Background: an optimization exercise with open tools, aiming at small area. Do not read the settings as production practice.
The RTL was checked by simulation tests, not by an equivalence proof against the original design.
No driver is modelled on the clock port, so clocking that relies on it looks cheaper here than on a real chip.
Power figures rest on the tool's default switching activity, not on a simulated workload.

== wip/zinc ==
// sentinel_core
module sentinel_core (
    input  logic        aclk,
    input  logic        aresetn,
    input  logic [63:0] s_axis_tdata,
    input  logic        s_axis_tvalid,
    input  logic        s_axis_tlast,
    output logic        s_axis_tready,
    output logic [63:0] m_axis_tdata,
    output logic        m_axis_tvalid,
    output logic        m_axis_tlast,
    input  logic        m_axis_tready,
    input  logic [31:0] s_axil_awaddr,
    input  logic        s_axil_awvalid,
    output logic        s_axil_awready,
    input  logic [31:0] s_axil_wdata,
    input  logic        s_axil_wvalid,
    output logic        s_axil_wready,
    output logic [1:0]  s_axil_bresp,
    output logic        s_axil_bvalid,
    input  logic        s_axil_bready,
    input  logic [31:0] s_axil_araddr,
    input  logic        s_axil_arvalid,
    output logic        s_axil_arready,
    output logic [31:0] s_axil_rdata,
    output logic [1:0]  s_axil_rresp,
    output logic        s_axil_rvalid,
    input  logic        s_axil_rready
);
    localparam logic [31:0] LIMIT_RST = 32'd1000;
    logic [31:0] ctrl_q;       
    logic        ctrl_f;
    logic [31:0] shadow_q;     
    logic        shadow_f;
    logic [31:0] alim_q;       
    logic        alim_f;
    logic [63:0] snap_q;       
    logic        snap_f;
    logic [31:0] vcount;
    logic        vpend;
    logic        awr;          
    logic        bvalid;
    logic        arr;
    logic        rvalid;
    logic [31:0] rdata;
    logic        valid_reg;
    logic        last_reg;
    logic [63:0] data_reg;
    logic [31:0] vcount_now;
    logic [3:0]  vbyte_ones;
    logic [3:0]  vbyte_cin;
    logic [8:0]  vcarry [4];
    always_comb begin
        for (int k = 0; k < 4; k++) vbyte_ones[k] = &vcount[8*k +: 8];
        vbyte_cin[0] = vpend;
        for (int k = 1; k < 4; k++) vbyte_cin[k] = vbyte_cin[k-1] & vbyte_ones[k-1];
        for (int k = 0; k < 4; k++) begin
            vcarry[k][0] = vbyte_cin[k];
  ...
clock: 4.0 ns
lec_check: 0
cap_margin: 0
core_margin: 2
core_utilization: 40
gpl_timing_driven: 0
slew_margin: 0
standard.sh (not shown) runs the stock make flow with config.mk's settings and CLKGATE_MAP_FILE= SYNTH_SCRIPT=/design/flow/synth_recipe.tcl, a recipe that flattens the netlist after the stock synthesis.
==> flow/flow/run.sh <==
#!/bin/bash
# Standard ORFS layout, with the port buffers made of the smallest buffer cell
# and a clock tree of small clock buffers without dummy loads.
set -euo pipefail
export BUFFER_PORTS_ARGS="-buffer_cell sky130_fd_sc_hd__buf_1"
export CTS_ARGS="-sink_clustering_enable -repair_clock_nets -dont_use_dummy_load -buf_list sky130_fd_sc_hd__clkbuf_4 -sink_clustering_size 10 -sink_clustering_max_diameter 50"
bash standard.sh finish > make_finish.log 2>&1
Changes in wip/pepper relative to wip/zinc:
diff --git a/flow/flow/run.sh b/flow/flow/run.sh
--- a/flow/flow/run.sh
+++ b/flow/flow/run.sh
@@ -6 +6 @@
-export CTS_ARGS="-sink_clustering_enable -repair_clock_nets -dont_use_dummy_load -buf_list sky130_fd_sc_hd__clkbuf_4 -sink_clustering_size 10 -sink_clustering_max_diameter 50"
+export CTS_ARGS="-sink_clustering_enable -repair_clock_nets -dont_use_dummy_load -buf_list sky130_fd_sc_hd__clkbuf_8 -sink_clustering_size 20 -sink_clustering_max_diameter 60"
diff --git a/flow/config.mk b/flow/config.mk
--- a/flow/config.mk
+++ b/flow/config.mk
@@ -8 +8 @@
-export CAP_MARGIN = 0
+export CAP_MARGIN = 20
@@ -12 +12 @@
-export SLEW_MARGIN = 0
+export SLEW_MARGIN = 20
[summary]
wip/pepper has completed all stages; timing, DRC and antenna checks passed. wip/pepper reports its end point of the critical path as snap_q[1]$_DFFE_PP_ while wip/zinc reports snap_q[40]$_DFFE_PP_. Comparing wip/pepper with wip/zinc, the post-CTS clock slew at the launch and capture registers of the worst setup and hold paths came out essentially unchanged. wip/pepper vs. wip/zinc: final clock period utilization by the worst path picked up an extra 3.0 points, clock buffer count in the final layout lost 39%, switching share of power lost 0.73 points, largest vdd supply drop picked up an extra 0.000070 V, relative area change from synthesis to final layout neither gained nor lost much.
Here is what was changed in the inputs of wip/yarrow compared with wip/pepper.
==> flow/flow/run.sh <==
#!/bin/bash
# Standard ORFS layout, with the port buffers made of the smallest buffer cell,
# a clock tree of small clock buffers without dummy loads, and gates with
# spare setup slack downsized after CTS (flow/recover_area.tcl).
set -euo pipefail
export BUFFER_PORTS_ARGS="-buffer_cell sky130_fd_sc_hd__buf_1"
export CTS_ARGS="-sink_clustering_enable -repair_clock_nets -dont_use_dummy_load -buf_list sky130_fd_sc_hd__clkbuf_4 -sink_clustering_size 10 -sink_clustering_max_diameter 50"
export POST_CTS_TCL="$PWD/flow/recover_area.tcl"
bash standard.sh finish > make_finish.log 2>&1
==> flow/flow/recover_area.tcl (new file) <==
# After CTS: downsize gates on paths that have setup slack to spare, then
# legalize the placement again.
log_cmd estimate_parasitics -placement
log_cmd repair_timing -recover_power 100 -verbose
set result [catch { detailed_placement } msg]
if { $result != 0 } {
  error "Detailed placement after area recovery failed: $msg"
}
check_placement -verbose
### Flow results
Sort wip/yarrow and wip/pepper by setup slack of the critical path after layout, ascending, and wip/yarrow comes first.
wip/pepper finished every stage and its layout cleared the timing, DRC and antenna checks.
wip/yarrow ended with every stage complete and zero timing, DRC or antenna violations.
Between wip/yarrow and wip/pepper, it is wip/yarrow whose internal portion of total power is lower, by 81 µW.
Compared with wip/pepper, in wip/yarrow share of power burned in combinational logic roughly the same, starting DRC count in detailed routing higher, maximum frequency lower.
Re layout buffering overhead excluding clock cells: wip/yarrow and wip/pepper aren't equal, and the higher value belongs to wip/pepper.
When wip/yarrow is set beside wip/pepper, its relative contribution of the clock network to total power turns out to be 0.7 points smaller.
wip/yarrow vs. wip/pepper: via count went up by 95.
Area of the placeable core of wip/pepper is on par with wip/yarrow.
On sum of routed wire segments on met1, wip/yarrow and wip/pepper are basically level.
Input changes introduced in wip/onyx (baseline for comparison: wip/yarrow):
==> flow/flow/run.sh <==
#!/bin/bash
# Standard ORFS layout, with the port buffers made of the smallest buffer cell
# and a clock tree of small clock buffers without dummy loads.
set -euo pipefail
export BUFFER_PORTS_ARGS="-buffer_cell sky130_fd_sc_hd__buf_1"
export CTS_ARGS="-sink_clustering_enable -repair_clock_nets -dont_use_dummy_load -buf_list sky130_fd_sc_hd__clkbuf_4 -sink_clustering_size 10 -sink_clustering_max_diameter 50"
bash standard.sh finish > make_finish.log 2>&1
diff --git a/flow/config.mk b/flow/config.mk
--- a/flow/config.mk
+++ b/flow/config.mk
@@ -10 +10 @@
-export CORE_UTILIZATION = 40
+export CORE_UTILIZATION = 50
removed: flow/flow/recover_area.tcl
The final reports for wip/onyx and wip/yarrow show critical path depth lower in the former.
Cmp wip/onyx vs wip/yarrow: worst hold slack lower in wip/onyx
There was hardly any difference in wire length between wip/yarrow and wip/onyx.
Going from wip/yarrow to wip/onyx, average vias per placed instance grew by a little under 10%.
Between wip/yarrow and wip/onyx, average wire length per cell after detail routing is higher for wip/onyx, wip/yarrow comes in under that.
In the metrics for wip/yarrow and wip/onyx, the one carrying the higher fraction of power consumed by combinational cells is wip/onyx.
In the flow results for wip/yarrow and wip/onyx, the end-of-flow core utilization is smaller on wip/yarrow.
On wire length of the first global-routing pass, wip/yarrow beats wip/onyx.

==> separate check: timing with driven ports <==
How much do the figures lean on ideal ports? The routed layouts below were timed once more, with nothing changed but the port constraints.
Step 1: set_driving_cell puts a clkbuf_16 on aclk and a buf_2 on each other input, an assumption about the parent block.
Step 2 moves the port delays by t, midway between the first and last clock arrival at a register: inputs arrive t later, outputs are due t later. That takes back most of the time a late clock gives input paths.
Slacks: ideal ports / drivers / drivers and shift; pairs: ideal ports / drivers.
run	shift t [ns]	setup WS [ns]	clock arrival spread, ns	worst slew at a driven data input, ns
wip/zinc	0.657	0.683 / 0.683 / 0.035	0.054 / 0.055	0.07
wip/pepper	0.585	0.564 / 0.574 / -0.010	0.073 / 0.073	0.07
wip/yarrow	0.643	0.344 / 0.346 / -0.293	0.061 / 0.061	0.07
wip/onyx	0.667	0.516 / 0.516 / -0.109	0.046 / 0.046	0.07
Met with ideal ports but missed after step 2: setup timing in wip/pepper, wip/yarrow and wip/onyx. For wip/zinc, which loses most, drivers alone change the setup slack by 0.000 ns; drivers and shift together by -0.648 ns.
